Source: an optimization exercise on an open RTL-to-GDS flow (aim: small area). Production flows keep margins and buffers that such runs may drop.
Only simulation tests tie the RTL to the original design; equivalence was not proved.
No activity file was given, so power comes from the tool's default toggle rates.

===== flow/flow/run.sh =====
#!/bin/bash
# Own layout flow: the standard synthesis, then the combinational logic
# between the same registers is mapped again with a stronger ABC area script,
# then the standard layout from that netlist.
set -euo pipefail
HERE=$(cd "$(dirname "${BASH_SOURCE[0]}")" && pwd)
WORK=$(pwd)
R=$WORK/orfs/results/$FLOW_PLATFORM/DE10_LITE_Golden_Top/base
LIB=$FLOW_HOME/platforms/$FLOW_PLATFORM/lib/sky130_fd_sc_hd__tt_025C_1v80.lib
YOSYS=$(command -v yosys || echo "$FLOW_HOME/../tools/install/yosys/bin/yosys")

# 1. standard synthesis
bash standard.sh synth > "$WORK/log_1_synth.log" 2>&1

# 2. remap the logic around the registers
cp "$R/1_2_yosys.v" "$WORK/std_1_2_yosys.v"
"$YOSYS" -p "read_liberty -lib $LIB; read_verilog $WORK/std_1_2_yosys.v; hierarchy -top $FLOW_TOP; write_json $WORK/std.json" > "$WORK/log_2_tojson.log" 2>&1
python3 "$HERE/unmap.py" "$LIB" "$WORK/std.json" "$FLOW_TOP" "$WORK/unmapped.v" > "$WORK/log_3_unmap.log" 2>&1
# the platform's DONT_USE_CELLS
DU="-dont_use sky130_fd_sc_hd__probe_p_8 -dont_use sky130_fd_sc_hd__probec_p_8"
for c in $(grep -o 'cell ("sky130_fd_sc_hd__lpflow_[a-z0-9_]*")' "$LIB" | sed 's/cell ("\(.*\)")/\1/'); do DU="$DU -dont_use $c"; done
cat > "$WORK/reopt.ys" <<EOS
read_liberty -lib $LIB
read_verilog $WORK/unmapped.v
hierarchy -top $FLOW_TOP
proc
opt_clean
techmap
opt -fast
abc -liberty $LIB -script $HERE/strong.abc $DU
opt_clean -purge
splitnets
opt_clean -purge
hilomap -hicell sky130_fd_sc_hd__conb_1 HI -locell sky130_fd_sc_hd__conb_1 LO
insbuf -buf sky130_fd_sc_hd__buf_1 A X
opt_clean -purge
check -assert -mapped
stat -liberty $LIB
write_verilog -noattr -nohex -nodec $WORK/reopt_1_2_yosys.v
EOS
"$YOSYS" -s "$WORK/reopt.ys" > "$WORK/log_4_reopt.log" 2>&1
cp "$WORK/reopt_1_2_yosys.v" "$R/1_2_yosys.v"
touch "$R/1_2_yosys.v"

# 3. standard layout from the new netlist
bash standard.sh finish > "$WORK/log_5_layout.log" 2>&1

===== flow/flow/strong.abc =====
strash
&get -n
&deepsyn -T 40
&put
dch -f
map -a
mfs2
strash
dch -f
map -a
topo

===== flow/flow/unmap.py =====
#!/usr/bin/env python3
"""Rewrite a mapped Yosys JSON netlist as Verilog in which every
combinational cell becomes an assign of its liberty function and every
sequential cell stays an instance with its name, so that ABC can map the
logic again around the same registers.
usage: unmap.py LIB netlist.json TOP out.v"""
import json, re, sys

lib, js, top, out = sys.argv[1:5]

funcs = {}
seq = set()
cur = None
pin = None
for line in open(lib):
    m = re.match(r'\s*cell\s*\(\s*"?(\w+)"?\s*\)', line)
    if m:
        cur = m.group(1)
        funcs[cur] = {}
        pin = None
        continue
    if cur and re.match(r'\s*(ff|latch|statetable)\s*\(', line):
        seq.add(cur)
    m = re.match(r'\s*pin\s*\(\s*"?(\w+)"?\s*\)', line)
    if m:
        pin = m.group(1)
        continue
    m = re.match(r'\s*function\s*:\s*"(.*)"\s*;', line)
    if m and cur and pin:
        funcs[cur][pin] = m.group(1)

mod = json.load(open(js))['modules'][top]


def ident(n):
    if re.fullmatch(r'[A-Za-z_][A-Za-z0-9_]*', n):
        return n
    return '\\' + n + ' '


names = {}
for name, nn in mod['netnames'].items():
    bits = nn['bits']
    for i, b in enumerate(bits):
        if isinstance(b, str) or b in names:
            continue
        if len(bits) == 1:
            names[b] = ident(name)
        else:
            names[b] = ident(name) + '[%d]' % (i + nn.get('offset', 0))
# prefer port names: inputs, then the first output port bit on a net


def pref(pname, p, i):
    return ident(pname) + ('[%d]' % i if len(p['bits']) > 1 else '')


portnamed = set()
for d in ('input', 'output'):
    for pname, p in mod['ports'].items():
        if p['direction'] != d:
            continue
        for i, b in enumerate(p['bits']):
            if isinstance(b, int) and b not in portnamed:
                names[b] = pref(pname, p, i)
                portnamed.add(b)


def sig(b):
    if b == '0':
        return "1'b0"
    if b == '1':
        return "1'b1"
    if isinstance(b, str):
        return "1'b0"
    return names[b]


decl = {}
for name, nn in mod['netnames'].items():
    if name in mod['ports']:
        continue
    w = len(nn['bits'])
    off = nn.get('offset', 0)
    decl[name] = (w, off)

L = ["module %s(%s);" % (top, ', '.join(mod['ports']))]
for pname, p in mod['ports'].items():
    w = len(p['bits'])
    L.append("  %s %s%s;" % (p['direction'], '[%d:0] ' % (w - 1) if w > 1 else '', pname))
for name, (w, off) in decl.items():
    L.append("  wire %s%s;" % ('[%d:%d] ' % (w - 1 + off, off) if w > 1 else '', ident(name)))
for cname, c in mod['cells'].items():
    t = c['type']
    conn = c['connections']
    if t in seq or t not in funcs or not funcs[t]:
        pins = ', '.join('.%s(%s)' % (pn, sig(bs[0])) for pn, bs in conn.items())
        L.append("  %s %s(%s);" % (t, ident(cname), pins))
        continue
    for opin, fn in funcs[t].items():
        if opin not in conn:
            continue
        expr = re.sub(r'[A-Za-z_][A-Za-z0-9_]*', lambda m: sig(conn[m.group(0)][0]), fn)
        L.append("  assign %s = %s;" % (sig(conn[opin][0]), expr.replace('!', '~')))
for pname, p in mod['ports'].items():
    if p['direction'] != 'output':
        continue
    for i, b in enumerate(p['bits']):
        if sig(b) != pref(pname, p, i):
            L.append("  assign %s = %s;" % (pref(pname, p, i), sig(b)))
L.append("endmodule")
open(out, 'w').write('\n'.join(L) + '\n')

===== flow/standard.sh =====
#!/bin/bash
# synth_recipe.tcl (not shown) runs the flow's synth.tcl, then flattens the netlist and writes it again
# the make line also repeats each setting of config.mk as NAME=value (left out here)
make -C /OpenROAD-flow-scripts/flow DESIGN_CONFIG=/design/flow/config.mk WORK_HOME=/design/flow/orfs CLKGATE_MAP_FILE= SYNTH_SCRIPT=/design/flow/synth_recipe.tcl "${@:-finish}"

===== flow/config.mk =====
export PLATFORM = sky130hd
export DESIGN_NAME = DE10_LITE_Golden_Top
export DESIGN_NICKNAME = DE10_LITE_Golden_Top
export VERILOG_FILES = /design/flow/design.v
export SDC_FILE = /design/flow/constraint.sdc
export NUM_CORES = 4
export LEC_CHECK = 0
export CAP_MARGIN = 20
export CORE_MARGIN = 2
export CORE_UTILIZATION = 40
export SLEW_MARGIN = 20

===== flow/constraint.sdc =====
create_clock -name core_clock -period 12.0 [get_ports {ADC_CLK_10}]
set_input_delay 2.4000 -clock core_clock [delete_from_list [all_inputs] [get_ports {ADC_CLK_10}]]
set_output_delay 2.4000 -clock core_clock [all_outputs]
set_load 0.01 [all_outputs]

===== flow/design.v =====
module knightrider(clkin,LEDout,mode,speed,reset);
	input clkin;
	input reset;
	input [3:0] mode;
	input [3:0] speed;
	output reg [9:0] LEDout;
	localparam [3:0] P_COL = 4'd13;
	localparam [6:0] R99 = 7'd75;
	localparam [511:0] KN_T = 512'h10027262524232221201f1e1d1c1b1a191817161514131211100f0e0d0c0b0a090807060504030201;
	localparam [255:0] PB_T = 256'h20217171518131611140f120d100b0e090c070a0508030601040202;
	localparam [4095:0] KD_T = 4096'hc0000000000000001ff0060000000000cff00f000000000c07f01f80000000c003f03fc00000000001f07fe0000000c000f0fff00000000c0071fff800000000c033fffc000000000017fffe00000000ffffffff0000000c1ff7fdff000000c00ff3fcff0000000007f1fc7f000000c003f0fc3f0000000c01f07c1f00000000c0f03c0f0000000000701c0700000000c0300c030000000c00100401000000c03ff00000000000001ff00600000000c00ff00f000000000c07f01f8000000000c3f03fc00000000001f07fe000000000c0f0fff00000000c0071fff8000000c00033fffc000000000017fffe000000c03fffffff0000000c1ff7fdff00000000cff3fcff0000000007f1fc7f00000000c3f0fc3f0000000c01f07c1f000000c000f03c0f0000000000701c07000000c000300c030000000c0010040100000000fff00000;
	localparam [511:0] BD_T = 512'h80201000c030300060186000300cc000180780000c03000006078000030cc0000198600000f030000060100000000;
	reg [3:0] q;
	reg [6:0] r;
	reg [5:0] k;
	reg [3:0] p;
	reg dir;
	reg [3:0] msel;
	wire [6:0] rn = {r[5:0], ~(r[6] ^ r[5])};
	wire rend = (r == R99);
	wire [3:0] qe = ~(q ^ speed);
	wire [3:0] qg = q & ~speed;
	wire gt = qg[3] | (qe[3] & (qg[2] | (qe[2] & (qg[1] | (qe[1] & qg[0])))));
	wire eqs = &qe;
	wire step = gt | (rend & eqs);
	wire [3:0] qn = {q[3] ^ (q[2] & q[1] & q[0]), q[2] ^ (q[1] & q[0]), q[1] ^ q[0], ~q[0]};
	wire [5:0] kn = KN_T[{k, 3'b000} +: 6];
	wire [3:0] pnx;
	wire dnx;
	assign {pnx, dnx} = PB_T[{p, dir, 3'b000} +: 5];
	wire col = (mode[3:1] == 3'b010) & (pnx == 4'd6);
	always @(posedge clkin) begin
		if (reset) begin
			q <= 4'd0;
			r <= 7'd0;
			k <= 6'd40;
			p <= 4'd2;
			dir <= 1'b0;
			msel <= 4'd15;
		end else if (step) begin
			q <= 4'd0;
			r <= 7'd0;
			k <= kn;
			p <= col ? P_COL : pnx;
			dir <= dnx;
			msel <= mode;
		end else if (rend) begin
			q <= qn;
			r <= 7'd0;
		end else begin
			r <= rn;
		end
	end
	wire [39:0] kd = KD_T[{k, 6'b000000} +: 40];
	wire [9:0] b1, b12;
	assign {b1, b12} = BD_T[{p, 5'b00000} +: 20];
	wire iscol = (p == P_COL);
	wire ph = k[0];
	always @(*) begin
		case (msel)
			4'd0: LEDout = b1;
			4'd1: LEDout = ~b1;
			4'd2: LEDout = b12;
			4'd3: LEDout = ~b12;
			4'd4: LEDout = iscol ? 10'b1111111111 : b12;
			4'd5: LEDout = iscol ? 10'b0000000000 : ~b12;
			4'd6: LEDout = 10'b0000011111 ^ {10{ph}};
			4'd7: LEDout = 10'b0101010101 ^ {10{ph}};
			4'd8: LEDout = 10'b0011001100 ^ {10{ph}};
			4'd9: LEDout = 10'b0000110000 ^ {10{ph}};
			4'd10: LEDout = 10'b0001111000 ^ {10{ph}};
			4'd11: LEDout = 10'b1110000111 ^ (10'b1001111001 & {10{ph}});
			4'd12: LEDout = kd[39:30];
			4'd13: LEDout = kd[29:20];
			4'd14: LEDout = kd[19:10];
			default: LEDout = kd[9:0];
		endcase
	end
endmodule
module DE10_LITE_Golden_Top(
	input 		          		ADC_CLK_10,
	input 		          		reset,
	output		     [7:0]		HEX0,
	output		     [7:0]		HEX1,
	output		     [7:0]		HEX2,
	output		     [7:0]		HEX3,
	output		     [7:0]		HEX4,
	output		     [7:0]		HEX5,
	input 		     [1:0]		KEY,
	output		     [9:0]		LEDR,
	input 		     [9:0]		SW
);
reg [1:0] keystate;
reg [1:0] keyprev;
always @(posedge ADC_CLK_10) begin
	keyprev <= KEY;
	if (reset) begin
		keystate <= 2'b00;
	end
	else begin
		if (KEY[0] & ~keyprev[0])
			keystate[1] <= ~keystate[1];
		if (KEY[1] & ~keyprev[1])
			keystate[0] <= ~keystate[0];
	end
end
wire [3:0] m = {keystate, SW[9:8]};
wire [3:0] A = SW[7:4];
wire [3:0] B = SW[3:0];
wire [9:0] kr;
knightrider kr1(ADC_CLK_10, kr, A, B, reset);
wire [3:0] c, bw;
wire [4:0] sum, dif;
assign sum[0] = A[0] ^ B[0];
assign c[0] = A[0] & B[0];
assign sum[1] = A[1] ^ B[1] ^ c[0];
assign c[1] = (A[1] & B[1]) | ((A[1] ^ B[1]) & c[0]);
assign sum[2] = A[2] ^ B[2] ^ c[1];
assign c[2] = (A[2] & B[2]) | ((A[2] ^ B[2]) & c[1]);
assign sum[3] = A[3] ^ B[3] ^ c[2];
assign c[3] = (A[3] & B[3]) | ((A[3] ^ B[3]) & c[2]);
assign sum[4] = c[3];
assign dif[0] = A[0] ^ B[0];
assign bw[0] = ~A[0] & B[0];
assign dif[1] = A[1] ^ B[1] ^ bw[0];
assign bw[1] = (~A[1] & B[1]) | (~(A[1] ^ B[1]) & bw[0]);
assign dif[2] = A[2] ^ B[2] ^ bw[1];
assign bw[2] = (~A[2] & B[2]) | (~(A[2] ^ B[2]) & bw[1]);
assign dif[3] = A[3] ^ B[3] ^ bw[2];
assign bw[3] = (~A[3] & B[3]) | (~(A[3] ^ B[3]) & bw[2]);
assign dif[4] = bw[3];
wire eq = ~|(A ^ B);
wire lt = bw[3];
wire gt = ~lt & ~eq;
wire sadd4 = A[3] ^ B[3] ^ c[3];
wire b8 = B[3] & ~|B[2:0];
wire ssub4 = b8 ? (~A[3] & |A[2:0]) : (A[3] ^ ~B[3] ^ ~bw[3]);
reg [7:0] O;
reg [9:0] L;
always @(*) begin
	L[9:8] = 2'b00;
	case (m)
		4'd0: begin O = {4'b0, sum[3:0]}; L[9] = sum[4]; end
		4'd1: begin O = {4'b0, dif[3:0]}; L[9] = lt; end
		4'd2: begin O = {SW[6:0], 1'b0}; L[9] = SW[7]; end
		4'd3: begin O = {1'b0, SW[7:1]}; L[9] = SW[0]; end
		4'd4: O = {4'b0, A & B};
		4'd5: O = {4'b0, A | B};
		4'd6: O = {4'b0, A ^ B};
		4'd7: O = ~SW[7:0];
		4'd8: O = {7'b0, eq};
		4'd9: O = {7'b0, gt};
		4'd10: O = {7'b0, lt};
		4'd11: O = {4'b0, gt ? A : B};
		4'd12: begin O = 8'd0; L[9:8] = kr[9:8]; end
		4'd13: O = {{4{sadd4}}, sum[3:0]};
		4'd14: O = {{4{ssub4}}, dif[3:0]};
		default: O = 8'd0;
	endcase
	L[7:0] = (m == 4'd12) ? kr[7:0] : O;
end
assign LEDR = L;
function [6:0] seg;
	input [3:0] v;
	case (v)
		4'h0: seg = 7'b1000000;
		4'h1: seg = 7'b1111001;
		4'h2: seg = 7'b0100100;
		4'h3: seg = 7'b0110000;
		4'h4: seg = 7'b0011001;
		4'h5: seg = 7'b0010010;
		4'h6: seg = 7'b0000010;
		4'h7: seg = 7'b1111000;
		4'h8: seg = 7'b0000000;
		4'h9: seg = 7'b0010000;
		4'hA: seg = 7'b0001000;
		4'hB: seg = 7'b0000011;
		4'hC: seg = 7'b1000110;
		4'hD: seg = 7'b0100001;
		4'hE: seg = 7'b0000110;
		default: seg = 7'b0001110;
	endcase
endfunction
reg [13:0] mn;
always @(*) begin
	case (m)
		4'd0:  mn = {7'b0001000, 7'b0001000};
		4'd1:  mn = {7'b0001000, 7'b0010010};
		4'd2:  mn = {7'b0001000, 7'b0001100};
		4'd3:  mn = {7'b0001000, 7'b0100001};
		4'd4:  mn = {7'b1000111, 7'b0001000};
		4'd5:  mn = {7'b1000111, 7'b1000000};
		4'd6:  mn = {7'b1000111, 7'b0001001};
		4'd7:  mn = {7'b1000111, 7'b0101011};
		4'd8:  mn = {7'b1000110, 7'b0000110};
		4'd9:  mn = {7'b1000110, 7'b0000010};
		4'd10: mn = {7'b1000110, 7'b1000111};
		4'd11: mn = {7'b1000110, 7'b0001001};
		4'd12: mn = {7'b0101011, 7'b0101111};
		4'd13: mn = {7'b0010010, 7'b0001000};
		4'd14: mn = {7'b0010010, 7'b0010010};
		default: mn = {7'b0101011, 7'b0001110};
	endcase
end
assign HEX5 = {1'b1, seg(A)};
assign HEX4 = {1'b1, seg(B)};
assign HEX3 = {1'b1, mn[13:7]};
assign HEX2 = {1'b1, mn[6:0]};
assign HEX1 = {~(m == 4'd2 & SW[7]), seg(O[7:4])};
assign HEX0 = {~(m == 4'd3 & SW[0]), seg(O[3:0])};
endmodule

==> impl_metrics.tcl, run 1 <==
set metrics [dict create \
    crit_required_ps 9600 \
    clock_skew_ps 19.5 \
    final_area_um2 4390 \
    period_minus_slack_ps 9040 \
    grtUsageTotal_pct 27.2 \
    fillers 855 \
    status "timing/DRC/antenna clean" \
    tightest_slew_ps 1020 \
    p_per_area_nw_per_um2 86.0 \
    cp_top_family "buffers and inverters" \
    grt_pass1_wl_um 21300 \
    crit_top_cell "clkinv_1" \
    route.detailed.drc 0 \
    totalNegativeSetupSlack_ps 0 \
    min_delay_path_depth 2 \
    worstPathMaxFanout 7 \
    wl_um 13300 \
    total_power_w 0.000377 \
    cts_hold_buf 0 \
    worst_ep_arrival_time_ps 6640 \
    hold_viol 0 \
    setup_viol 0 \
    maxCapViolations 0 \
    diodes 0 \
    cts.sinks 30 \
    coreArea_um2 8300 \
    crit_type "in2out" \
    drv_slew 0 \
    post-place-ws_ps 3090 \
    place_congestion 0.985 \
    cts-buffers-inserted 5 \
    fin_ws_ps 2960 \
    area_growth_syn_to_layout_pct 26.7 \
    synth_area_um2 3460 \
    cp-end-kind "output pin" \
    cp_num_buf_inv 9 \
    cp.depth 24 \
    final_nets 727 \
    grt_pass1_vias 4314 \
    clockBufferDepth 2 \
    yosysWarnings 2 \
    syn_area_per_cell_um2 5.38 \
    clk_latency_ps 290 \
    place_area_um2 4250 \
    rsz0062_at_grt "no" \
    leakagePower_nw 1.57 \
    start_kind "primary input" \
    die_y_um 97.0 \
    cts_tree "yes" \
    clkTransAtPathRegs_ps 80 \
    period_share_pct 75.3 \
    start_util_pct 41.7 \
    ir_drop_mv 0.0523 \
    crit_chain "clkdlybuf4s50_1 -> clkinv_1 -> nor2_1 -> nor2_1 -> clkinv_1 -> nor2_1 -> clkinv_1 -> nor2_1 -> nor3_1 -> clkinv_1 -> nand2_1 -> clkinv_1 -> a22oi_1 -> a21oi_1 -> o21ai_0 -> nand3_1 -> a21oi_1 -> nand2_1 -> nor2_1 -> clkinv_1 -> nor2_1 -> clkinv_1 -> a211oi_1 -> clkdlybuf4s50_1" \
    wl_per_cell_um 16.3 \
    drtAntennaViolNets 0 \
    hpwl_um 10700 \
    first_pass_iters 6 \
    rows 33 \
    synth_cells 644 \
    die_area_um2 9420 \
    r2r_cells 14 \
    fmax_ghz 0.111 \
    cp_slowest_cell "clkdlybuf4s50_1" \
    numPortBuffers 67 \
    max-slew-margin-rel_pct 30.1 \
    cts_root_buf "clkbuf_8" \
    hold_class "reg2reg" \
    ctsResizeCount 0 \
    antenna_found_initial 0 \
    synth_fp_nets 658 \
    cts_setup_buffers 0 \
    grt_max_degree 11 \
    grt_remaining_overflow 0 \
    drt_iter0_drc 337 \
    htreeDepth 2 \
    via_count 4803 \
    ios 72 \
    drive_above_1_share_pct 1.82 \
    viasPerCell 5.86 \
    critical_path.max_stage_delay_ps 580 \
    fp.dieW_um 97.0 \
]
## cell type report
| cell class | count | area [µm²] | share of cell area [%] |
|---|---|---|---|
| sequential | 30 | 601 | 13.7 |
| clock inverter | 2 | 60.1 | 1.37 |
| inverter | 124 | 465 | 10.6 |
| timing repair buffer | 67 | 671 | 15.3 |
| clock buffer | 6 | 82.6 | 1.88 |
| tap | 105 | 131 | 2.99 |
| multi-input combinational | 485 | 2380 | 54.2 |
## stage by stage
stage	instances	hold WS, ps	utilization [%]
floorplan	644	403	-
global placement	811	411	51.2
detailed placement	811	416	51.2
CTS	819	422	52.9
global route	819	435	52.9
finish	819	421	52.9
## path summary, 6_finish.rpt
path | start | endpoint | slack, ps
setup / recovery | SW[9] | HEX0[2] | 2960
hold / removal | kr1.r[4] | kr1.r[5] | 420
setup reg to reg | kr1.r[5] | kr1.p[0] | 8680
hold reg to reg | kr1.r[4] | kr1.r[5] | 420
## registers in the layout (all words and copies together), names as in the netlist, named ones only
signal    flops
kr1.msel      4
kr1.r         7
kr1.k         6
keystate      2
kr1.p         4
kr1.q         4
keyprev       2
## tightest hold or removal path: stages (launching register included)
cell	delay (ps)
dfxtp_1	300
clkinv_1	50
nor2_1	40
## report_power, final
| group | internal, W | switching (W) | leakage, nW |
|---|---|---|---|
| Combinational | 0.0000643 | 0.0000777 | 1.25 |
| Sequential | 0.000101 | 0.00000121 | 0.244 |
| Clock | 0.0000887 | 0.0000443 | 0.0714 |
| Total | 0.000254 | 0.000123 | 1.57 |
## layer usage
| layer | part of all wire [%] | GRT usage (%) |
|---|---|---|
| met1 | 46 | 38.5 |
| met2 | 43 | 42.3 |
| met3 | 9.6 | 5.27 |
| met4 | 1.8 | 6.83 |
| met5 | 0 | 0 |
## cells in the final DEF, fill, tap and decap left out, types with 8 or more instances in the layout
master / n
nor2_1: 150
nand2_1: 85
a22oi_1: 13
nor3_1: 26
dfxtp_1: 30
o22ai_1: 14
o31ai_1: 8
clkinv_1: 124
o21ai_0: 47
nand3_1: 27
clkdlybuf4s50_1: 67
a21oi_1: 47
o211ai_1: 12
a221oi_1: 8
==> run 2, diff against run 1 <==
--- a/flow/flow/run.sh
+++ b/flow/flow/run.sh
@@ -45,2 +45,3 @@
 # 3. standard layout from the new netlist
-bash standard.sh finish > "$WORK/log_5_layout.log" 2>&1
+# every port gets a buffer, as in the standard flow, of the smallest kind
+bash standard.sh BUFFER_PORTS_ARGS="-buffer_cell sky130_fd_sc_hd__buf_1" finish > "$WORK/log_5_layout.log" 2>&1
==> impl_metrics.tcl, run 2 <==
set metrics [dict create \
    cp_slowest_cell "clkinv_1" \
    largest_register_ffs 7 \
    multiInputGateArea_um2 2420 \
    regMostFlops "kr1.r" \
    ir_drop_mv 0.0571 \
    cts_root_buf "clkbuf_8" \
    yosysWarnings 2 \
    hold_viol 0 \
    place_congestion 1.07 \
    cts_hold_buf 0 \
    register_area_um2 601 \
    drt_iter0_drc 378 \
    layout.cells.non_filler 814 \
    syn_area_per_cell_um2 5.40 \
    pwr-share-comb_pct 40.0 \
    rsz0062_at_grt "no" \
    grt_max_degree 15 \
    cts_setup_buffers 0 \
    cts-buffers-inserted 5 \
    cp.depth 20 \
    grt_pass1_wl_um 21600 \
    route.detailed.drc 0 \
    cp-end-kind "output pin" \
    max-slew-margin-rel_pct 29.1 \
    cp_top_family "simple AND/OR/NAND/NOR gates" \
    drive_above_1_share_pct 1.55 \
    rows 33 \
    utilization_pct 47.0 \
    final_nets 723 \
    r2r-start "kr1.r[5]" \
    ctsResizeCount 0 \
    via_count 4772 \
    worst_ep_arrival_time_ps 6040 \
    synth_fp_nets 654 \
    min_delay_path_depth 2 \
    fp.dieW_um 97.0 \
    place_area_um2 3820 \
    clock_skew_ps 6.06 \
    synth_area_um2 3460 \
    tightest_slew_ps 1040 \
    hold_class "reg2reg" \
    cts_tree "yes" \
    switching_power_w 0.000131 \
    fillers 939 \
    clk_latency_ps 290 \
    p_per_area_nw_per_um2 78.8 \
    total_power_w 0.000307 \
    mostFrequentLayoutCell "nor2_1" \
    antenna_found_initial 0 \
    cts.sinks 30 \
    r2r_cells 14 \
    p_sw_share_pct 42.6 \
    rrSetupSlack_ps 8990 \
    start_util_pct 41.7 \
    die_y_um 97.0 \
    hpwl_um 10600 \
    pwr-share-clk_pct 26.3 \
    status "timing/DRC/antenna clean" \
    grtUsageTotal_pct 27.6 \
    ios 72 \
    diodes 0 \
    period_minus_slack_ps 8440 \
    viasPerCell 5.86 \
    maxCapViolations 0 \
    crit_type "in2out" \
    critical_path.max_stage_delay_ps 420 \
    wl_um 13200 \
    crit_top_cell "nor2_1" \
    htreeDepth 2 \
    min_from "kr1.r[2]" \
    place_inst 807 \
    clockBufferDepth 2 \
    start_kind "primary input" \
    area_growth_syn_to_layout_pct 12.8 \
    crit_chain "buf_1 -> clkinv_1 -> nor2_1 -> nor2_1 -> a21oi_1 -> clkinv_1 -> nor2_1 -> a21oi_1 -> nand2_1 -> o21ai_0 -> a2111o_1 -> nor2_1 -> clkinv_1 -> nor2_1 -> nand2_1 -> nand2_1 -> nand2_1 -> nand4_1 -> o21ai_0 -> buf_1" \
    worstPathMaxFanout 11 \
    wl_per_cell_um 16.2 \
    drtAntennaViolNets 0 \
    drv_slew 0 \
    whs_endpoint "kr1.r[3]" \
    numPortBuffers 67 \
    period_share_pct 70.3 \
    setup_viol 0 \
    clkTransAtPathRegs_ps 70 \
    final_cell_mix "153 x nor2_1, 112 x clkinv_1, 75 x nand2_1, 67 x buf_1, 61 x o21ai_0" \
    die_area_um2 9400 \
    largestRegisters "kr1.r: 7 flops, kr1.k: 6 flops" \
    rr_endpoint "kr1.p[3]" \
    coreArea_um2 8300 \
    first_pass_iters 5 \
    grt_pass1_vias 4271 \
    crit_required_ps 9600 \
    synth_cells 640 \
    leakagePower_nw 1.34 \
    cp_num_buf_inv 5 \
    fmax_ghz 0.119 \
    internal_power_w 0.000176 \
    grt_remaining_overflow 0 \
    final_area_um2 3900 \
    pwr-share-seq_pct 33.7 \
    totalNegativeSetupSlack_ps 0 \
]
==> run 2: changes by cell type in the layout (fill, tap and decap cells not counted), sizes merged, moves of 3 or more <==
| cell | delta |
|---|---|
| nor3 | -3 |
| nand2 | -10 |
| nor2 | +3 |
| o21bai | +4 |
| buf | +67 |
| clkinv | -10 |
| a21boi | -3 |
| clkdlybuf4s50 | -67 |
| o21ai | +14 |
| nor4 | +4 |
| a21oi | +5 |
| a32oi | +3 |
==> run 2: metrics by stage <==
stage | hold slack [ps] | worst slack [ps]
final | 422 | 3560
after global routing | 445 | 3110
after CTS | 428 | 3620
after detailed placement | 417 | 3620
after global placement | 412 | 3740
after floorplan | 403 | 4890
==> run 2: power by group through the flow <==
stage	clock (W)	combinational (W)	sequential [W]
2_1_floorplan	0	0.0000797	0.000105
3_3_place_gp	0	0.000120	0.000106
3_5_place_dp	0	0.000121	0.000106
4_1_cts	0.0000818	0.000122	0.000103
5_1_grt	0.0000869	0.000138	0.000104
6_report	0.0000807	0.000123	0.000103
==> run 2: cell type report <==
class	instances	area share, %
Timing Repair Buffer	67	6.45
Tap cell	105	3.37
Inverter	112	10.8
Multi-Input combinational cell	493	62.0
Clock inverter	2	0.257
Sequential cell	30	15.4
Clock buffer	5	1.76
==> run 2: how the worst max path moves through the flow <==
stage,startpoint,endpoint,slack [ps]
floorplan,SW[9],HEX1[4],4890
global placement,SW[5],HEX0[1],3740
detailed placement,SW[5],HEX0[1],3620
CTS,SW[5],HEX0[1],3620
global route,SW[5],HEX0[1],3110
finish,SW[5],HEX0[1],3560
==> run 2: worst min-delay path, stage by stage (launching register included) <==
cell	delay, ps
dfxtp_1	300
clkinv_1	50
nor2_1	40
==> run 2: per-layer routing <==
| layer | GRT usage, % | part of all wire [%] | routed length, µm |
|---|---|---|---|
| met5 | 0 | 0 | 0 |
| met3 | 4.26 | 8.6 | 1130 |
| met2 | 41.9 | 43 | 5660 |
| met4 | 7.37 | 2.0 | 259 |
| met1 | 40.4 | 46 | 6110 |
==> run 3, diff against run 2 <==
--- a/flow/config.mk
+++ b/flow/config.mk
@@ -9,3 +9,4 @@
 export CORE_MARGIN = 2
-export CORE_UTILIZATION = 40
+export CORE_UTILIZATION = 60
+export CTS_BUF_LIST = sky130_fd_sc_hd__clkbuf_4
 export SLEW_MARGIN = 20
==> impl_metrics.tcl, run 3 <==
set metrics [dict create \
    status "timing/DRC/antenna clean" \
    clockBufferDepth 2 \
    drtAntennaViolNets 0 \
    hold_class "reg2reg" \
    crit_top_cell "nand2_1" \
    numPortBuffers 67 \
    via_count 5015 \
    ios 72 \
    wl_um 12800 \
    synth_cells 642 \
    start_util_pct 62.4 \
    start_kind "primary input" \
    crit_required_ps 9600 \
    fmax_ghz 0.121 \
    r2r-start "kr1.r[5]" \
    grt_pass1_wl_um 20500 \
    utilization_pct 70.1 \
    drv_slew 0 \
    synth_area_um2 3460 \
    htreeDepth 2 \
    drt_iter0_drc 700 \
    leakagePower_nw 1.36 \
    ir_drop_mv 0.147 \
    area_growth_syn_to_layout_pct 12.3 \
    cts-buffers-inserted 5 \
    max-slew-margin-rel_pct 36.7 \
    regMostFlops "kr1.r" \
    hpwl_um 9950 \
    rsz0062_at_grt "no" \
    final_nets 725 \
    largestRegisters "kr1.r: 7 flops, kr1.k: 6 flops" \
    place_congestion 1.04 \
    mostFrequentLayoutCell "nor2_1" \
    worst_ep_arrival_time_ps 5880 \
    antenna_found_initial 0 \
    synth_fp_nets 656 \
    route.detailed.drc 0 \
    period_minus_slack_ps 8280 \
    cts_setup_buffers 0 \
    first_pass_iters 5 \
    multiInputGateArea_um2 2390 \
    cts.sinks 30 \
    critical_path.max_stage_delay_ps 440 \
    drive_above_1_share_pct 1.54 \
    tightest_slew_ps 942 \
    die_y_um 79.9 \
    final_cell_mix "158 x nor2_1, 120 x clkinv_1, 74 x nand2_1, 67 x buf_1, 56 x a21oi_1" \
    min_from "kr1.r[3]" \
    maxCapViolations 0 \
    grt_remaining_overflow 0 \
    clock_skew_ps 14.0 \
    rr_endpoint "kr1.k[3]" \
    rows 27 \
    wl_per_cell_um 16.4 \
    clkTransAtPathRegs_ps 90 \
    largest_register_ffs 7 \
    cp-end-kind "output pin" \
    p_per_area_nw_per_um2 83.3 \
    grt_max_degree 13 \
    grtUsageTotal_pct 39.7 \
    ctsResizeCount 0 \
    cts_tree "yes" \
    whs_endpoint "kr1.r[4]" \
    hold_viol 0 \
    worstPathMaxFanout 7 \
    setup_viol 0 \
    cp_slowest_cell "a2111oi_0" \
    syn_area_per_cell_um2 5.39 \
    fillers 532 \
    die_area_um2 6390 \
    viasPerCell 6.40 \
    crit_chain "buf_1 -> clkinv_1 -> nor2_1 -> a221oi_1 -> clkinv_1 -> nand2_1 -> o21ai_0 -> a21oi_1 -> a2111oi_0 -> nand2_1 -> nor2_1 -> nand2_1 -> a31oi_1 -> o22ai_1 -> o21ai_0 -> nand2_1 -> buf_1" \
    coreArea_um2 5540 \
    fp.dieW_um 79.9 \
    cts_root_buf "clkbuf_4" \
    yosysWarnings 2 \
    register_area_um2 601 \
    clk_latency_ps 340 \
    period_share_pct 69.0 \
    grt_pass1_vias 4386 \
    r2r_cells 15 \
    crit_type "in2out" \
    rrSetupSlack_ps 8810 \
    totalNegativeSetupSlack_ps 0 \
    cts_hold_buf 0 \
    min_delay_path_depth 2 \
    diodes 0 \
]
[run 3: per-layer routing]
metal / global-route usage [%] / up-vias / wire [µm]
met2: 63.1 / 388 / 5520
met3: 7.69 / 64 / 1540
met1: 54.0 / 2223 / 5310
met4: 12.2 / 0 / 455
li1: - / 2340 / -
met5: 0 / - / 0
[run 3: final cells by class]
cell class	count	area share (%)
Clock buffer	5	0.966
Inverter	119	11.5
Tap cell	72	2.32
Sequential cell	30	15.5
Clock inverter	3	1.64
Multi-Input combinational cell	488	61.6
Timing Repair Buffer	67	6.47
[run 3: metrics by stage]
step	instances	total power (W)	setup WS, ps	hold slack, ps	cell area (µm²)
3_5_place_dp	776	0.000219	3920	415	3780
2_1_floorplan	642	0.000182	4710	403	3460
6_report	784	0.000324	3720	428	3880
5_1_grt	784	0.000339	3320	451	3880
4_1_cts	784	0.000319	3910	430	3880
3_3_place_gp	776	0.000216	3870	412	3780
[run 3: report_power, final]
group | switching (W) | internal, W
sequential | 0.00000232 | 0.000102
clock | 0.0000379 | 0.0000642
combinational | 0.0000836 | 0.0000338
total | 0.000124 | 0.000200
[run 3: worst max-delay path by stage]
stage / to / startpoint / slack (ps) / depth (start not counted)
CTS: HEX0[3] / SW[9] / 3910 / 17
global route: HEX0[3] / SW[9] / 3320 / 17
floorplan: HEX0[3] / SW[9] / 4710 / 20
detailed placement: HEX0[3] / SW[9] / 3920 / 22
finish: HEX0[3] / SW[9] / 3720 / 17
global placement: HEX0[3] / SW[9] / 3870 / 17
[run 3: critical path: cells and delay by family]
kind / cells / cell delay [ps]
buffers and inverters: 4 / 750
AO/OA/AOI/OAI: 7 / 1570
AND/OR/NAND/NOR: 6 / 1180
==> run 4, diff against run 3 <==
--- a/flow/flow/run.sh
+++ b/flow/flow/run.sh
@@ -1,5 +1,7 @@
 #!/bin/bash
-# Own layout flow: the standard synthesis, then the combinational logic
-# between the same registers is mapped again with a stronger ABC area script,
-# then the standard layout from that netlist.
+# Own layout flow: the standard synthesis; then the combinational logic
+# between the same registers is mapped again with a stronger ABC area script
+# (a few seeds, the smallest netlist kept); then the standard layout from
+# that netlist, with the smallest buffer on every port and a clock tree
+# without dummy loads.
 set -euo pipefail
@@ -10,2 +12,3 @@
 YOSYS=$(command -v yosys || echo "$FLOW_HOME/../tools/install/yosys/bin/yosys")
+SEEDS=${SEEDS:-"1 2 3 4"}
 
@@ -21,3 +24,5 @@
 for c in $(grep -o 'cell ("sky130_fd_sc_hd__lpflow_[a-z0-9_]*")' "$LIB" | sed 's/cell ("\(.*\)")/\1/'); do DU="$DU -dont_use $c"; done
-cat > "$WORK/reopt.ys" <<EOS
+for s in $SEEDS; do
+  sed "s/&deepsyn /\&deepsyn -S $s /" "$HERE/strong.abc" > "$WORK/strong_$s.abc"
+  cat > "$WORK/reopt_$s.ys" <<EOS
 read_liberty -lib $LIB
@@ -29,3 +34,3 @@
 opt -fast
-abc -liberty $LIB -script $HERE/strong.abc $DU
+abc -liberty $LIB -script $WORK/strong_$s.abc $DU
 opt_clean -purge
@@ -37,7 +42,16 @@
 check -assert -mapped
-stat -liberty $LIB
-write_verilog -noattr -nohex -nodec $WORK/reopt_1_2_yosys.v
+tee -o $WORK/reopt_$s.stat stat -liberty $LIB
+write_verilog -noattr -nohex -nodec $WORK/reopt_$s.v
 EOS
-"$YOSYS" -s "$WORK/reopt.ys" > "$WORK/log_4_reopt.log" 2>&1
-cp "$WORK/reopt_1_2_yosys.v" "$R/1_2_yosys.v"
+  "$YOSYS" -s "$WORK/reopt_$s.ys" > "$WORK/log_4_reopt_$s.log" 2>&1 &
+done
+wait
+best=""
+for s in $SEEDS; do
+  a=$(grep "Chip area" "$WORK/reopt_$s.stat" | awk '{print $NF}')
+  echo "seed $s: $a" >> "$WORK/log_4_reopt_pick.log"
+  if [[ -z "$best" ]] || awk "BEGIN{exit !($a < $besta)}"; then best=$s; besta=$a; fi
+done
+echo "kept seed $best" >> "$WORK/log_4_reopt_pick.log"
+cp "$WORK/reopt_$best.v" "$R/1_2_yosys.v"
 touch "$R/1_2_yosys.v"
@@ -45,3 +59,5 @@
 # 3. standard layout from the new netlist
-# every port gets a buffer, as in the standard flow, of the smallest kind
-bash standard.sh BUFFER_PORTS_ARGS="-buffer_cell sky130_fd_sc_hd__buf_1" finish > "$WORK/log_5_layout.log" 2>&1
+bash standard.sh \
+  BUFFER_PORTS_ARGS="-buffer_cell sky130_fd_sc_hd__buf_1" \
+  CTS_ARGS="-sink_clustering_enable -sink_clustering_size 30 -sink_clustering_max_diameter 1000 -repair_clock_nets -dont_use_dummy_load -buf_list {sky130_fd_sc_hd__clkbuf_4 sky130_fd_sc_hd__clkbuf_8}" \
+  finish > "$WORK/log_5_layout.log" 2>&1
==> flow/flow/strong.abc (replaced) <==
strash
&get -n
&deepsyn -T 150
&put
dch -f
map -a
mfs2
strash
dch -f
map -a
topo
--- a/flow/config.mk
+++ b/flow/config.mk
@@ -9,4 +9,3 @@
 export CORE_MARGIN = 2
-export CORE_UTILIZATION = 60
-export CTS_BUF_LIST = sky130_fd_sc_hd__clkbuf_4
+export CORE_UTILIZATION = 40
 export SLEW_MARGIN = 20
==> impl_metrics.tcl, run 4 <==
set metrics [dict create \
    cts_tree "yes" \
    viasPerCell 5.75 \
    clock_skew_ps 16.6 \
    whs_endpoint "kr1.r[5]" \
    drive_above_1_share_pct 1.91 \
    hold_viol 0 \
    largest_register_ffs 7 \
    grt_pass1_wl_um 19200 \
    hpwl_um 9760 \
    final_cell_mix "131 x nor2_1, 114 x clkinv_1, 85 x nand2_1, 67 x buf_1" \
    clkTransAtPathRegs_ps 60 \
    rsz0062_at_grt "no" \
    fp.dieW_um 95.2 \
    area_growth_syn_to_layout_pct 13.2 \
    r2r_cells 16 \
    largestRegisters "kr1.r: 7 flops, kr1.k: 6 flops" \
    cts.sinks 30 \
    utilization_pct 46.3 \
    clockBufferDepth 2 \
    first_pass_iters 5 \
    synth_fp_nets 626 \
    coreArea_um2 8130 \
    rr_endpoint "kr1.p[3]" \
    via_count 4513 \
    synth_area_um2 3330 \
    die_area_um2 9060 \
    rows 33 \
    p_per_area_nw_per_um2 80.3 \
    worst_ep_arrival_time_ps 5600 \
    drtAntennaViolNets 0 \
    period_share_pct 66.7 \
    grtUsageTotal_pct 26.8 \
    hold_class "reg2reg" \
    crit_required_ps 9600 \
    status "timing/DRC/antenna clean" \
    die_y_um 95.2 \
    post-place-ws_ps 4110 \
    leakagePower_nw 1.36 \
    final_nets 696 \
    grt_remaining_overflow 0 \
    synth_cells 612 \
    numPortBuffers 67 \
    totalNegativeSetupSlack_ps 0 \
    start_kind "primary input" \
    min_from "kr1.r[4]" \
    diodes 0 \
    ios 72 \
    drt_iter0_drc 359 \
    regMostFlops "kr1.r" \
    antenna_found_initial 0 \
    setup_viol 0 \
    cts_hold_buf 0 \
    ctsResizeCount 0 \
    wl_um 12100 \
    mostFrequentLayoutCell "nor2_1" \
    yosysWarnings 2 \
    place_congestion 1.02 \
    worstPathMaxFanout 10 \
    drv_slew 0 \
    tightest_slew_ps 749 \
    cts_setup_buffers 0 \
    grt_max_degree 14 \
    clk_latency_ps 280 \
    ir_drop_mv 0.0564 \
    cts_root_buf "clkbuf_8" \
    start_util_pct 40.9 \
    syn_area_per_cell_um2 5.43 \
    grt_pass1_vias 3988 \
    htreeDepth 2 \
    cp-end-kind "output pin" \
    r2r-start "kr1.r[6]" \
    total_power_w 0.000302 \
    max-slew-margin-rel_pct 49.5 \
    maxCapViolations 0 \
    crit_type "in2out" \
    fmax_ghz 0.125 \
    cts-buffers-inserted 5 \
    wl_per_cell_um 15.5 \
    fin_ws_ps 4000 \
    rrSetupSlack_ps 9020 \
    period_minus_slack_ps 8000 \
    min_delay_path_depth 2 \
    route.detailed.drc 0 \
]
## run 4: worst max path at each step
stage / to / from / cells past startpoint / slack, ps
final: HEX1[2] / SW[9] / 15 / 4000
after global routing: HEX1[2] / SW[9] / 15 / 3670
after CTS: HEX1[2] / SW[9] / 15 / 4100
after detailed placement: HEX1[2] / SW[9] / 15 / 4110
after global placement: HEX1[2] / SW[9] / 15 / 4220
after floorplan: HEX1[2] / SW[9] / 13 / 5060
## run 4: power by group
part / leakage [nW] / switching, W / internal [W]
Clock: 0.0359 / 0.0000343 / 0.0000372
Sequential: 0.244 / 0.00000186 / 0.000102
Combinational: 1.08 / 0.0000892 / 0.0000384
Total: 1.36 / 0.000125 / 0.000177
## run 4: final cells by class
type	instances	area, µm²
Multi-Input combinational cell	463	2280
Fill cell	909	4370
Inverter	114	428
Tap cell	105	131
Clock buffer	5	68.8
Timing Repair Buffer	68	259
Sequential cell	30	601
## run 4: layer usage
| layer | vias up | track usage, % | share of wire (%) |
|---|---|---|---|
| li1 | 2216 | - | - |
| met4 | 0 | 10.3 | 2.9 |
| met5 | - | 0 | 0 |
| met3 | 31 | 3.79 | 7.3 |
| met1 | 2043 | 35.5 | 43 |
| met2 | 223 | 44.0 | 47 |
## run 4: critical path, cell delays in order
cell and delay [ps]:
buf_1 330, clkinv_1 230, nor2_1 290, clkinv_1 160, nor2_1 120, clkinv_1 100, nor2_1 190, clkinv_1 210
o22ai_1 430, nor2_1 170, a21oi_1 190, a21oi_1 70, or2_2 300, o31ai_1 230, buf_1 180
## run 4: through the flow
step	cells	hold WS [ps]	instance area, µm²
after global placement	780	410	3700
after CTS	785	422	3770
final	785	420	3770
after floorplan	612	403	3330
after global routing	785	440	3770
after detailed placement	780	414	3700
==> run 5, diff against run 4 <==
--- a/flow/flow/run.sh
+++ b/flow/flow/run.sh
@@ -61,3 +61,3 @@
   BUFFER_PORTS_ARGS="-buffer_cell sky130_fd_sc_hd__buf_1" \
-  CTS_ARGS="-sink_clustering_enable -sink_clustering_size 30 -sink_clustering_max_diameter 1000 -repair_clock_nets -dont_use_dummy_load -buf_list {sky130_fd_sc_hd__clkbuf_4 sky130_fd_sc_hd__clkbuf_8}" \
+  CTS_ARGS="-sink_clustering_enable -repair_clock_nets -dont_use_dummy_load -buf_list sky130_fd_sc_hd__clkbuf_4" \
   finish > "$WORK/log_5_layout.log" 2>&1
==> flow/flow/strong.abc (replaced) <==
strash
&get -n
&deepsyn -T 60
&put
dch -f
map -a
mfs2
strash
dch -f
map -a
topo
==> impl_metrics.tcl, run 5 <==
set metrics [dict create \
    status "timing/DRC/antenna clean" \
    cts_tree "yes" \
    r2r_cells 13 \
    fillers 937 \
    grt_pass1_vias 4237 \
    die_y_um 95.9 \
    diodes 0 \
    largest_register_ffs 7 \
    rr_endpoint "kr1.k[4]" \
    place_inst 791 \
    cts_hold_buf 0 \
    via_count 4668 \
    post-place-ws_ps 3910 \
    max-slew-margin-rel_pct 50.9 \
    start_kind "primary input" \
    p_per_area_nw_per_um2 70.6 \
    synth_cells 624 \
    crit_type "in2out" \
    cts.sinks 30 \
    ir_drop_mv 0.0655 \
    wl_per_cell_um 16.6 \
    largestRegisters "kr1.r: 7 flops, kr1.k: 6 flops" \
    tightest_slew_ps 736 \
    area_growth_syn_to_layout_pct 11.9 \
    cp-end-kind "output pin" \
    drv_slew 0 \
    leakagePower_nw 1.30 \
    clk_latency_ps 330 \
    layout.cells.non_filler 796 \
    drt_iter0_drc 321 \
    route.detailed.drc 0 \
    clockBufferDepth 2 \
    rows 33 \
    coreArea_um2 8220 \
    pwr-share-seq_pct 38.4 \
    ctsResizeCount 0 \
    worst_hold_slack_ps 427 \
    endpoint "HEX0[1]" \
    hold_class "reg2reg" \
    antenna_found_initial 0 \
    period_share_pct 68.3 \
    hold_viol 0 \
    regMostFlops "kr1.r" \
    drive_above_1_share_pct 1.01 \
    final_nets 707 \
    totalNegativeSetupSlack_ps 0 \
    hpwl_um 10700 \
    htreeDepth 2 \
    grt_remaining_overflow 0 \
    grt_max_degree 14 \
    pwr-share-comb_pct 42.3 \
    synth_fp_nets 638 \
    period_minus_slack_ps 8200 \
    fmax_ghz 0.122 \
    numPortBuffers 67 \
    viasPerCell 5.86 \
    rsz0062_at_grt "no" \
    multiInputGateArea_um2 2330 \
    rrSetupSlack_ps 8860 \
    register_area_um2 601 \
    fp.dieW_um 95.9 \
    wl_um 13300 \
    clock_skew_ps 3.56 \
    worstSetupStartpoint "SW[8]" \
    clkTransAtPathRegs_ps 80 \
    syn_area_per_cell_um2 5.42 \
    cts_setup_buffers 0 \
    final_area_um2 3780 \
    place_congestion 1.05 \
    crit_required_ps 9600 \
    place_area_um2 3740 \
    yosysWarnings 2 \
    p_sw_share_pct 42.6 \
    worstPathMaxFanout 9 \
    start_util_pct 41.1 \
    drtAntennaViolNets 0 \
    setup_viol 0 \
    fin_ws_ps 3800 \
    cts-buffers-inserted 5 \
    mostFrequentLayoutCell "nor2_1" \
    cts_root_buf "clkbuf_4" \
    r2r-start "kr1.r[5]" \
    final_cell_mix "156 x nor2_1, 115 x clkinv_1, 76 x nand2_1, 67 x buf_1, 52 x o21ai_0" \
    grtUsageTotal_pct 28.7 \
    die_area_um2 9200 \
    maxCapViolations 0 \
    internal_power_w 0.000153 \
    switching_power_w 0.000114 \
    pwr-share-clk_pct 19.3 \
    synth_area_um2 3380 \
    ios 72 \
    worst_ep_arrival_time_ps 5800 \
    grt_pass1_wl_um 20700 \
    first_pass_iters 5 \
]
run 5: how the worst min path moves through the flow:
stage | startpoint | to | slack [ps] | cells past startpoint
6_report | kr1.r[4] | kr1.r[5] | 430 | 2
5_1_grt | kr1.r[3] | kr1.r[4] | 450 | 2
4_1_cts | kr1.r[3] | kr1.r[4] | 430 | 2
3_5_place_dp | kr1.r[4] | kr1.r[5] | 410 | 2
3_3_place_gp | kr1.r[4] | kr1.r[5] | 410 | 2
2_1_floorplan | kr1.r[0] | kr1.r[1] | 400 | 2
run 5: per-layer routing:
layer	share of wire, %	wire length, µm	vias up	global-route usage [%]
met5	0	0	-	0
met2	48	6310	239	50.4
met3	7.2	949	37	4.39
met1	42	5620	2111	35.9
met4	2.8	376	0	8.93
li1	-	-	2281	-
run 5: critical path, cell delays in order:
cell	delay, ps
buf_1	350
clkinv_1	250
nor2_1	330
nor2_1	160
nand2_1	170
clkinv_1	100
nor2_1	90
o21ai_0	190
nand2_1	130
o22ai_1	80
or2_2	290
a31oi_1	390
nor2_1	120
clkinv_1	80
nand2_1	60
o21ai_0	190
o21ai_0	130
o22ai_1	120
buf_1	170
run 5: cell type report:
type	instances	share of cell area [%]
clock buffer	5	0.992
inverter	115	11.4
multi-input combinational	474	61.6
sequential	30	15.9
tap	105	3.47
timing repair buffer	67	6.65
run 5: power groups by stage:
stage                      clock, W  sequential (W)  combinational, W
after floorplan                   0        0.000104         0.0000721
final                     0.0000515        0.000103          0.000113
after global placement            0        0.000105          0.000111
after global routing      0.0000583        0.000103          0.000127
after detailed placement          0        0.000105          0.000110
after CTS                 0.0000529        0.000103          0.000111
run 5: through the flow:
stage / util [%] / power, W
global placement: 45.6 / 0.000216
finish: 46.0 / 0.000267
CTS: 46.0 / 0.000267
global route: 46.0 / 0.000288
detailed placement: 45.6 / 0.000215
floorplan: - / 0.000177
==> run 6, diff against run 5 <==
--- a/flow/design.v
+++ b/flow/design.v
@@ -7,15 +7,6 @@
 	localparam [3:0] P_COL = 4'd13;
-	localparam [6:0] R99 = 7'd75;
-	localparam [511:0] KN_T = 512'h10027262524232221201f1e1d1c1b1a191817161514131211100f0e0d0c0b0a090807060504030201;
-	localparam [255:0] PB_T = 256'h20217171518131611140f120d100b0e090c070a0508030601040202;
-	localparam [4095:0] KD_T = 4096'hc0000000000000001ff0060000000000cff00f000000000c07f01f80000000c003f03fc00000000001f07fe0000000c000f0fff00000000c0071fff800000000c033fffc000000000017fffe00000000ffffffff0000000c1ff7fdff000000c00ff3fcff0000000007f1fc7f000000c003f0fc3f0000000c01f07c1f00000000c0f03c0f0000000000701c0700000000c0300c030000000c00100401000000c03ff00000000000001ff00600000000c00ff00f000000000c07f01f8000000000c3f03fc00000000001f07fe000000000c0f0fff00000000c0071fff8000000c00033fffc000000000017fffe000000c03fffffff0000000c1ff7fdff00000000cff3fcff0000000007f1fc7f00000000c3f0fc3f0000000c01f07c1f000000c000f03c0f0000000000701c07000000c000300c030000000c0010040100000000fff00000;
-	localparam [511:0] BD_T = 512'h80201000c030300060186000300cc000180780000c03000006078000030cc0000198600000f030000060100000000;
+	reg [6:0] r;
+	wire [6:0] rn = {r[5:0], r[6] ^ r[5]};
+	wire rend = r[6] & ~r[5] & r[4] & r[2] & r[0];
 	reg [3:0] q;
-	reg [6:0] r;
-	reg [5:0] k;
-	reg [3:0] p;
-	reg dir;
-	reg [3:0] msel;
-	wire [6:0] rn = {r[5:0], ~(r[6] ^ r[5])};
-	wire rend = (r == R99);
 	wire [3:0] qe = ~(q ^ speed);
@@ -23,10 +14,19 @@
 	wire gt = qg[3] | (qe[3] & (qg[2] | (qe[2] & (qg[1] | (qe[1] & qg[0])))));
-	wire eqs = &qe;
-	wire step = gt | (rend & eqs);
-	wire [3:0] qn = {q[3] ^ (q[2] & q[1] & q[0]), q[2] ^ (q[1] & q[0]), q[1] ^ q[0], ~q[0]};
-	wire [5:0] kn = KN_T[{k, 3'b000} +: 6];
+	wire step = gt | (rend & (&qe));
+	wire [3:0] qn = q + 4'd1;
+	reg [2:0] x;
+	reg [2:0] y;
+	wire [2:0] yn = y[2] ? 3'd0 : y + 3'd1;
+	wire ph = x[0];
+	localparam [127:0] B9_T = 128'h3003003000000030000300003;
+	localparam [1023:0] KD_T = 1024'h1ff0060000701c0707f1fc7f0017fffe01f07fe000000000000000000000000000f0fff00ff00f0000300c0303f0fc3f3fffffff0000000000000000000000001ff7fdff0071fff807f01f800010040101f07c1f00000000000000000000000000f03c0f0ff3fcff0033fffc03f03fc03ff00000;
+	localparam [255:0] PB_T = 256'h20217171518131611140f120d100b0e090c070a0508030601040202;
+	reg [3:0] p;
+	reg dir;
 	wire [3:0] pnx;
 	wire dnx;
-	assign {pnx, dnx} = PB_T[{p, dir, 3'b000} +: 5];
+	assign {pnx, dnx} = PB_T[{{p, dir}, 3'b000} +: 5];
 	wire col = (mode[3:1] == 3'b010) & (pnx == 4'd6);
+	localparam [511:0] BD_T = 512'h80201000c030300060186000300cc000180780000c03000006078000030cc0000198600000f030000060100000000;
+	reg [3:0] msel;
 	always @(posedge clkin) begin
@@ -34,6 +34,5 @@
 			q <= 4'd0;
-			r <= 7'd0;
-			k <= 6'd40;
-			p <= 4'd2;
-			dir <= 1'b0;
+			r <= 7'd1;
+			x <= 3'd0; y <= 3'd0;
+			p <= 4'd2; dir <= 1'b0;
 			msel <= 4'd15;
@@ -41,6 +40,5 @@
 			q <= 4'd0;
-			r <= 7'd0;
-			k <= kn;
-			p <= col ? P_COL : pnx;
-			dir <= dnx;
+			r <= 7'd1;
+			x <= x + 3'd1; y <= yn;
+			p <= col ? P_COL : pnx; dir <= dnx;
 			msel <= mode;
@@ -48,3 +46,3 @@
 			q <= qn;
-			r <= 7'd0;
+			r <= 7'd1;
 		end else begin
@@ -53,3 +51,5 @@
 	end
-	wire [39:0] kd = KD_T[{k, 6'b000000} +: 40];
+	wire [9:0] p12 = B9_T[{x, 4'b0000} +: 10];
+	wire [9:0] p13, p14, p15;
+	assign {p13, p14, p15} = KD_T[{{x[1:0], y}, 5'b00000} +: 30];
 	wire [9:0] b1, b12;
@@ -57,3 +57,2 @@
 	wire iscol = (p == P_COL);
-	wire ph = k[0];
 	always @(*) begin
@@ -72,6 +71,6 @@
 			4'd11: LEDout = 10'b1110000111 ^ (10'b1001111001 & {10{ph}});
-			4'd12: LEDout = kd[39:30];
-			4'd13: LEDout = kd[29:20];
-			4'd14: LEDout = kd[19:10];
-			default: LEDout = kd[9:0];
+			4'd12: LEDout = p12;
+			4'd13: LEDout = p13;
+			4'd14: LEDout = p14;
+			default: LEDout = p15;
 		endcase
@@ -111,28 +110,14 @@
 knightrider kr1(ADC_CLK_10, kr, A, B, reset);
-wire [3:0] c, bw;
-wire [4:0] sum, dif;
-assign sum[0] = A[0] ^ B[0];
-assign c[0] = A[0] & B[0];
-assign sum[1] = A[1] ^ B[1] ^ c[0];
-assign c[1] = (A[1] & B[1]) | ((A[1] ^ B[1]) & c[0]);
-assign sum[2] = A[2] ^ B[2] ^ c[1];
-assign c[2] = (A[2] & B[2]) | ((A[2] ^ B[2]) & c[1]);
-assign sum[3] = A[3] ^ B[3] ^ c[2];
-assign c[3] = (A[3] & B[3]) | ((A[3] ^ B[3]) & c[2]);
-assign sum[4] = c[3];
-assign dif[0] = A[0] ^ B[0];
-assign bw[0] = ~A[0] & B[0];
-assign dif[1] = A[1] ^ B[1] ^ bw[0];
-assign bw[1] = (~A[1] & B[1]) | (~(A[1] ^ B[1]) & bw[0]);
-assign dif[2] = A[2] ^ B[2] ^ bw[1];
-assign bw[2] = (~A[2] & B[2]) | (~(A[2] ^ B[2]) & bw[1]);
-assign dif[3] = A[3] ^ B[3] ^ bw[2];
-assign bw[3] = (~A[3] & B[3]) | (~(A[3] ^ B[3]) & bw[2]);
-assign dif[4] = bw[3];
-wire eq = ~|(A ^ B);
-wire lt = bw[3];
-wire gt = ~lt & ~eq;
-wire sadd4 = A[3] ^ B[3] ^ c[3];
+wire sub = ~((m == 4'd0) | (m == 4'd13));
+wire [3:0] Bx = B ^ {4{sub}};
+wire [4:0] as = {1'b0, A} + {1'b0, Bx} + {4'b0, sub};
+wire [4:0] sum = as;
+wire [4:0] dif = {~as[4], as[3:0]};
+wire eq = (A == B);
+wire lt = ~as[4];
+wire gt = as[4] & ~eq;
+wire s4 = A[3] ^ Bx[3] ^ as[4];
+wire sadd4 = s4;
 wire b8 = B[3] & ~|B[2:0];
-wire ssub4 = b8 ? (~A[3] & |A[2:0]) : (A[3] ^ ~B[3] ^ ~bw[3]);
+wire ssub4 = b8 ? (~A[3] & |A[2:0]) : s4;
 reg [7:0] O;
--- a/flow/flow/run.sh
+++ b/flow/flow/run.sh
@@ -13,2 +13,4 @@
 SEEDS=${SEEDS:-"1 2 3 4"}
+# seeds 1 and 2 map with amap, 3 and 4 with map -a
+script_for() { case $1 in 1|2) echo "$HERE/strong.abc" ;; *) echo "$HERE/strong_map.abc" ;; esac; }
 
@@ -25,3 +27,3 @@
 for s in $SEEDS; do
-  sed "s/&deepsyn /\&deepsyn -S $s /" "$HERE/strong.abc" > "$WORK/strong_$s.abc"
+  sed "s/&deepsyn /\&deepsyn -S $s /" "$(script_for $s)" > "$WORK/strong_$s.abc"
   cat > "$WORK/reopt_$s.ys" <<EOS
==> flow/flow/strong.abc (replaced) <==
strash
&get -n
&deepsyn -T 150
&put
amap
topo
==> flow/flow/strong_map.abc (new file) <==
strash
&get -n
&deepsyn -T 150
&put
dch -f
map -a
mfs2
strash
dch -f
map -a
topo
==> impl_metrics.tcl, run 6 <==
set metrics [dict create \
    fin_ws_ps 3190 \
    tightest_slew_ps 1060 \
    max-slew-margin-rel_pct 28.5 \
    fillers 896 \
    rows 32 \
    cts_tree "yes" \
    hold_viol 0 \
    start_kind "primary input" \
    mostFrequentLayoutCell "nor2_1" \
    drtAntennaViolNets 0 \
    ios 72 \
    clkTransAtPathRegs_ps 70 \
    worstSetupStartpoint "SW[8]" \
    grt_remaining_overflow 0 \
    regMostFlops "kr1.r" \
    cts_setup_buffers 0 \
    post-place-ws_ps 3340 \
    via_count 4298 \
    drv_slew 0 \
    grtUsageTotal_pct 26.2 \
    viasPerCell 5.75 \
    start_util_pct 41.6 \
    largest_register_ffs 7 \
    leakagePower_nw 1.25 \
    grt_pass1_wl_um 18500 \
    grt_max_degree 19 \
    crit_chain "buf_1 -> nor2_1 -> a21oi_1 -> o211ai_1 -> maj3_1 -> maj3_1 -> o21ai_0 -> o211ai_1 -> nand2_1 -> clkinv_1 -> nor2_1 -> nand2_1 -> nand2_1 -> o21ai_0 -> o21ai_0 -> buf_1" \
    endpoint "HEX0[1]" \
    synth_cells 579 \
    period_share_pct 73.4 \
    clock_skew_ps 27.3 \
    synth_area_um2 3230 \
    yosysWarnings 2 \
    cts.sinks 30 \
    cts_root_buf "clkbuf_4" \
    diodes 0 \
    rr_endpoint "kr1.p[1]" \
    drt_iter0_drc 462 \
    hpwl_um 9230 \
    cts_hold_buf 0 \
    numPortBuffers 67 \
    first_pass_iters 6 \
    fp.dieW_um 93.8 \
    route.detailed.drc 0 \
    wl_per_cell_um 15.3 \
    cts-buffers-inserted 5 \
    crit_type "in2out" \
    maxCapViolations 0 \
    antenna_found_initial 0 \
    cp-end-kind "output pin" \
    status "timing/DRC/antenna clean" \
    wl_um 11400 \
    final_cell_mix "120 x nor2_1, 96 x clkinv_1, 86 x nand2_1, 67 x buf_1, 57 x a21oi_1" \
    place_congestion 0.954 \
    drive_above_1_share_pct 1.08 \
    coreArea_um2 7770 \
    ctsResizeCount 0 \
    setup_viol 0 \
    clockBufferDepth 2 \
    worst_ep_arrival_time_ps 6410 \
    p_per_area_nw_per_um2 74.8 \
    fmax_ghz 0.114 \
    rrSetupSlack_ps 8570 \
    place_inst 743 \
    cp_slowest_cell "o21ai_0" \
    die_y_um 93.8 \
    critical_path.max_stage_delay_ps 700 \
    area_growth_syn_to_layout_pct 12.3 \
    r2r_cells 17 \
    period_minus_slack_ps 8810 \
    synth_fp_nets 593 \
    totalNegativeSetupSlack_ps 0 \
    worstPathMaxFanout 8 \
    r2r-start "kr1.r[6]" \
    final_nets 662 \
    min_delay_path_depth 2 \
    crit_required_ps 9600 \
    htreeDepth 2 \
    hold_class "reg2reg" \
    layout.cells.non_filler 748 \
    clk_latency_ps 340 \
    syn_area_per_cell_um2 5.58 \
    rsz0062_at_grt "no" \
    die_area_um2 8810 \
    grt_pass1_vias 3802 \
    ir_drop_mv 0.0612 \
]
==> run 6: cell types whose count changed in the layout (fill, tap and decap cells not counted), sizes merged, moves of 3 or more <==
cell / before / now
a311oi: 5 / 2
a221oi: 6 / 2
a31oi: 12 / 3
nor2: 156 / 120
a211oi: 1 / 4
o22ai: 15 / 6
o21ai: 52 / 47
a21oi: 43 / 57
o31ai: 1 / 4
clkinv: 115 / 96
xor2: 1 / 12
nand2: 76 / 86
==> run 6: through the flow <==
step	cell area (µm²)	hold slack (ps)	utilization (%)	total power, W
3_5_place_dp	3590	400	46.2	0.000218
6_report	3630	408	46.7	0.000271
2_1_floorplan	3230	388	-	0.000179
5_1_grt	3630	430	46.7	0.000291
4_1_cts	3630	411	46.7	0.000271
3_3_place_gp	3590	392	46.2	0.000217
==> run 6: per-layer routing <==
metal  vias to the layer above  wire [µm]  global-route usage (%)
met5                         -          0                       0
met4                         0        206                    5.80
met3                        19        949                    4.49
met2                       220       5040                    41.4
met1                      1931       5230                    37.1
li1                       2128          -                       -
==> run 6: cell type report <==
cell class                      instances  area, µm²  area share [%]
Tap cell                              102        128            3.52
Timing Repair Buffer                   67        251            6.94
Sequential cell                        30        601            16.6
Multi-Input combinational cell        448       2250            62.0
Clock buffer                            5       37.5            1.04
Inverter                               96        360            9.94
==> run 6: how the worst min path moves through the flow <==
stage / to / slack [ps] / startpoint
after CTS: kr1.r[4] / 410 / kr1.r[3]
after global routing: kr1.r[4] / 430 / kr1.r[3]
after floorplan: kr1.r[2] / 390 / kr1.r[1]
final: kr1.r[4] / 410 / kr1.r[3]
after global placement: kr1.r[2] / 390 / kr1.r[1]
after detailed placement: kr1.r[4] / 400 / kr1.r[3]
==> run 6: power breakdown <==
| part | total (W) | internal (W) | switching (W) |
|---|---|---|---|
| registers | 0.000102 | 0.000101 | 0.00000137 |
| logic | 0.000115 | 0.0000342 | 0.0000811 |
| clock network | 0.0000533 | 0.0000196 | 0.0000338 |
| total | 0.000271 | 0.000155 | 0.000116 |
==> run 6: critical path: cells and delay by family <==
kind,cells,cell delay (ps)
compound gates,6,1930
fa+ha+maj,2,810
simple gates,5,680
buf+inv,3,590
==> run 7, diff against run 6 <==
--- a/flow/flow/run.sh
+++ b/flow/flow/run.sh
@@ -13,4 +13,2 @@
 SEEDS=${SEEDS:-"1 2 3 4"}
-# seeds 1 and 2 map with amap, 3 and 4 with map -a
-script_for() { case $1 in 1|2) echo "$HERE/strong.abc" ;; *) echo "$HERE/strong_map.abc" ;; esac; }
 
@@ -27,3 +25,3 @@
 for s in $SEEDS; do
-  sed "s/&deepsyn /\&deepsyn -S $s /" "$(script_for $s)" > "$WORK/strong_$s.abc"
+  sed "s/&deepsyn /\&deepsyn -S $s /" "$HERE/strong.abc" > "$WORK/strong_$s.abc"
   cat > "$WORK/reopt_$s.ys" <<EOS
==> flow/flow/strong.abc (replaced) <==
strash
&get -n
&deepsyn -T 150
&put
dch -f
map -a
mfs2
strash
dch -f
map -a
topo
removed: flow/flow/strong_map.abc
==> impl_metrics.tcl, run 7 <==
set metrics [dict create \
    status "timing/DRC/antenna clean" \
    pwr-share-comb_pct 44.6 \
    p_sw_share_pct 42.9 \
    start_util_pct 41.9 \
    maxCapViolations 0 \
    fmax_ghz 0.108 \
    cts_setup_buffers 0 \
    syn_area_per_cell_um2 5.47 \
    synth_fp_nets 612 \
    tightest_slew_ps 811 \
    hpwl_um 9340 \
    crit_required_ps 9600 \
    mostFrequentLayoutCell "nor2_1" \
    fillers 853 \
    regMostFlops "kr1.r" \
    final_nets 681 \
    drv_slew 0 \
    worstPathMaxFanout 9 \
    totalNegativeSetupSlack_ps 0 \
    crit_chain "buf_1 -> nor2_1 -> a21oi_1 -> nor2_1 -> nor4_1 -> clkinv_1 -> o21ai_0 -> clkinv_1 -> maj3_1 -> o21ai_0 -> clkinv_1 -> o311ai_0 -> o211ai_1 -> nand2_1 -> clkinv_1 -> o32ai_1 -> a21oi_1 -> o21bai_1 -> buf_1" \
    die_y_um 94.4 \
    yosysWarnings 2 \
    multiInputGateArea_um2 2270 \
    numPortBuffers 67 \
    ctsResizeCount 0 \
    wl_per_cell_um 15.2 \
    drt_iter0_drc 398 \
    place_congestion 1.05 \
    grt_max_degree 14 \
    via_count 4425 \
    cts.sinks 30 \
    pwr-share-clk_pct 18.2 \
    route.detailed.drc 0 \
    cts-buffers-inserted 5 \
    leakagePower_nw 1.33 \
    grt_pass1_vias 3817 \
    grt_remaining_overflow 0 \
    cp_slowest_cell "o21ai_0" \
    largest_register_ffs 7 \
    grtUsageTotal_pct 26.5 \
    worst_ep_arrival_time_ps 6860 \
    cp-end-kind "output pin" \
    whs_endpoint "kr1.r[4]" \
    period_minus_slack_ps 9260 \
    p_per_area_nw_per_um2 75.1 \
    r2r_cells 13 \
    area_growth_syn_to_layout_pct 12.2 \
    htreeDepth 2 \
    period_share_pct 77.1 \
    cts_root_buf "clkbuf_4" \
    wl_um 11600 \
    crit_top_cell "clkinv_1" \
    internal_power_w 0.000157 \
    min_delay_path_depth 2 \
    clkTransAtPathRegs_ps 80 \
    register_area_um2 601 \
    viasPerCell 5.77 \
    hold_viol 0 \
    die_area_um2 8920 \
    crit_type "in2out" \
    ir_drop_mv 0.0594 \
    critical_path.max_stage_delay_ps 530 \
    fp.dieW_um 94.4 \
    worst_hold_slack_ps 412 \
    antenna_found_initial 0 \
    grt_pass1_wl_um 19000 \
    final_cell_mix "134 x nor2_1, 102 x clkinv_1, 93 x nand2_1, 67 x buf_1, 50 x o21ai_0" \
    r2r-start "kr1.r[5]" \
    cts_hold_buf 0 \
    drive_above_1_share_pct 1.05 \
    synth_area_um2 3270 \
]
-- run 7: layout make-up --
class / instances / area share, %
Sequential cell: 30 / 16.4
Tap cell: 102 / 3.48
Timing Repair Buffer: 67 / 6.86
Clock buffer: 5 / 1.02
Inverter: 102 / 10.4
Multi-Input combinational cell: 461 / 61.8
-- run 7: power groups by stage --
stage | clock network, W | logic [W] | registers, W
final | 0.0000502 | 0.000123 | 0.000102
after detailed placement | 0 | 0.000121 | 0.000105
after global routing | 0.0000570 | 0.000139 | 0.000103
after floorplan | 0 | 0.0000807 | 0.000104
after CTS | 0.0000528 | 0.000122 | 0.000102
after global placement | 0 | 0.000120 | 0.000105
-- run 7: worst max-delay path by stage --
stage                     startpoint      end  slack, ps  cells past startpoint
after CTS                      SW[8]  HEX0[4]       2850                     19
after global routing           SW[8]  HEX0[4]       2270                     19
final                          SW[8]  HEX0[4]       2740                     19
after detailed placement       SW[8]  HEX0[4]       2880                     19
after floorplan                SW[8]  HEX0[4]       3720                     17
after global placement         SW[8]  HEX0[4]       3090                     19
-- run 7: worst reg2reg max path: cells and delay by family (launching register included) --
family	cells	cell delay (ps)
and+or+nand+nor	7	1600
DFF	1	360
AOI/OAI and AO/OA	3	500
buffers and inverters	3	860
-- run 7: layer usage --
| layer | part of all wire, % | GRT usage (%) | vias to the layer above |
|---|---|---|---|
| li1 | - | - | 2164 |
| met2 | 44 | 42.9 | 262 |
| met4 | 4.1 | 11.8 | 0 |
| met5 | 0 | 0 | - |
| met1 | 44 | 35.9 | 1968 |
| met3 | 8.6 | 2.47 | 31 |
-- run 7: stage by stage --
stage / power, W / instance area (µm²) / instances / setup slack (ps) / util, %
final: 0.000275 / 3670 / 767 / 2740 / 47.0
after global routing: 0.000298 / 3670 / 767 / 2270 / 47.0
after CTS: 0.000277 / 3670 / 767 / 2850 / 47.0
after detailed placement: 0.000226 / 3630 / 762 / 2880 / 46.5
after global placement: 0.000225 / 3630 / 762 / 3090 / 46.5
after floorplan: 0.000185 / 3270 / 598 / 3720 / -

Check on run 7: ideal ports give 2.743 ns setup slack; a clkbuf_16 on the clock port and buf_2 on the inputs give 2.712 ns; moving port delays by the midpoint clock arrival (0.342 ns) as well gives 2.712 ns.
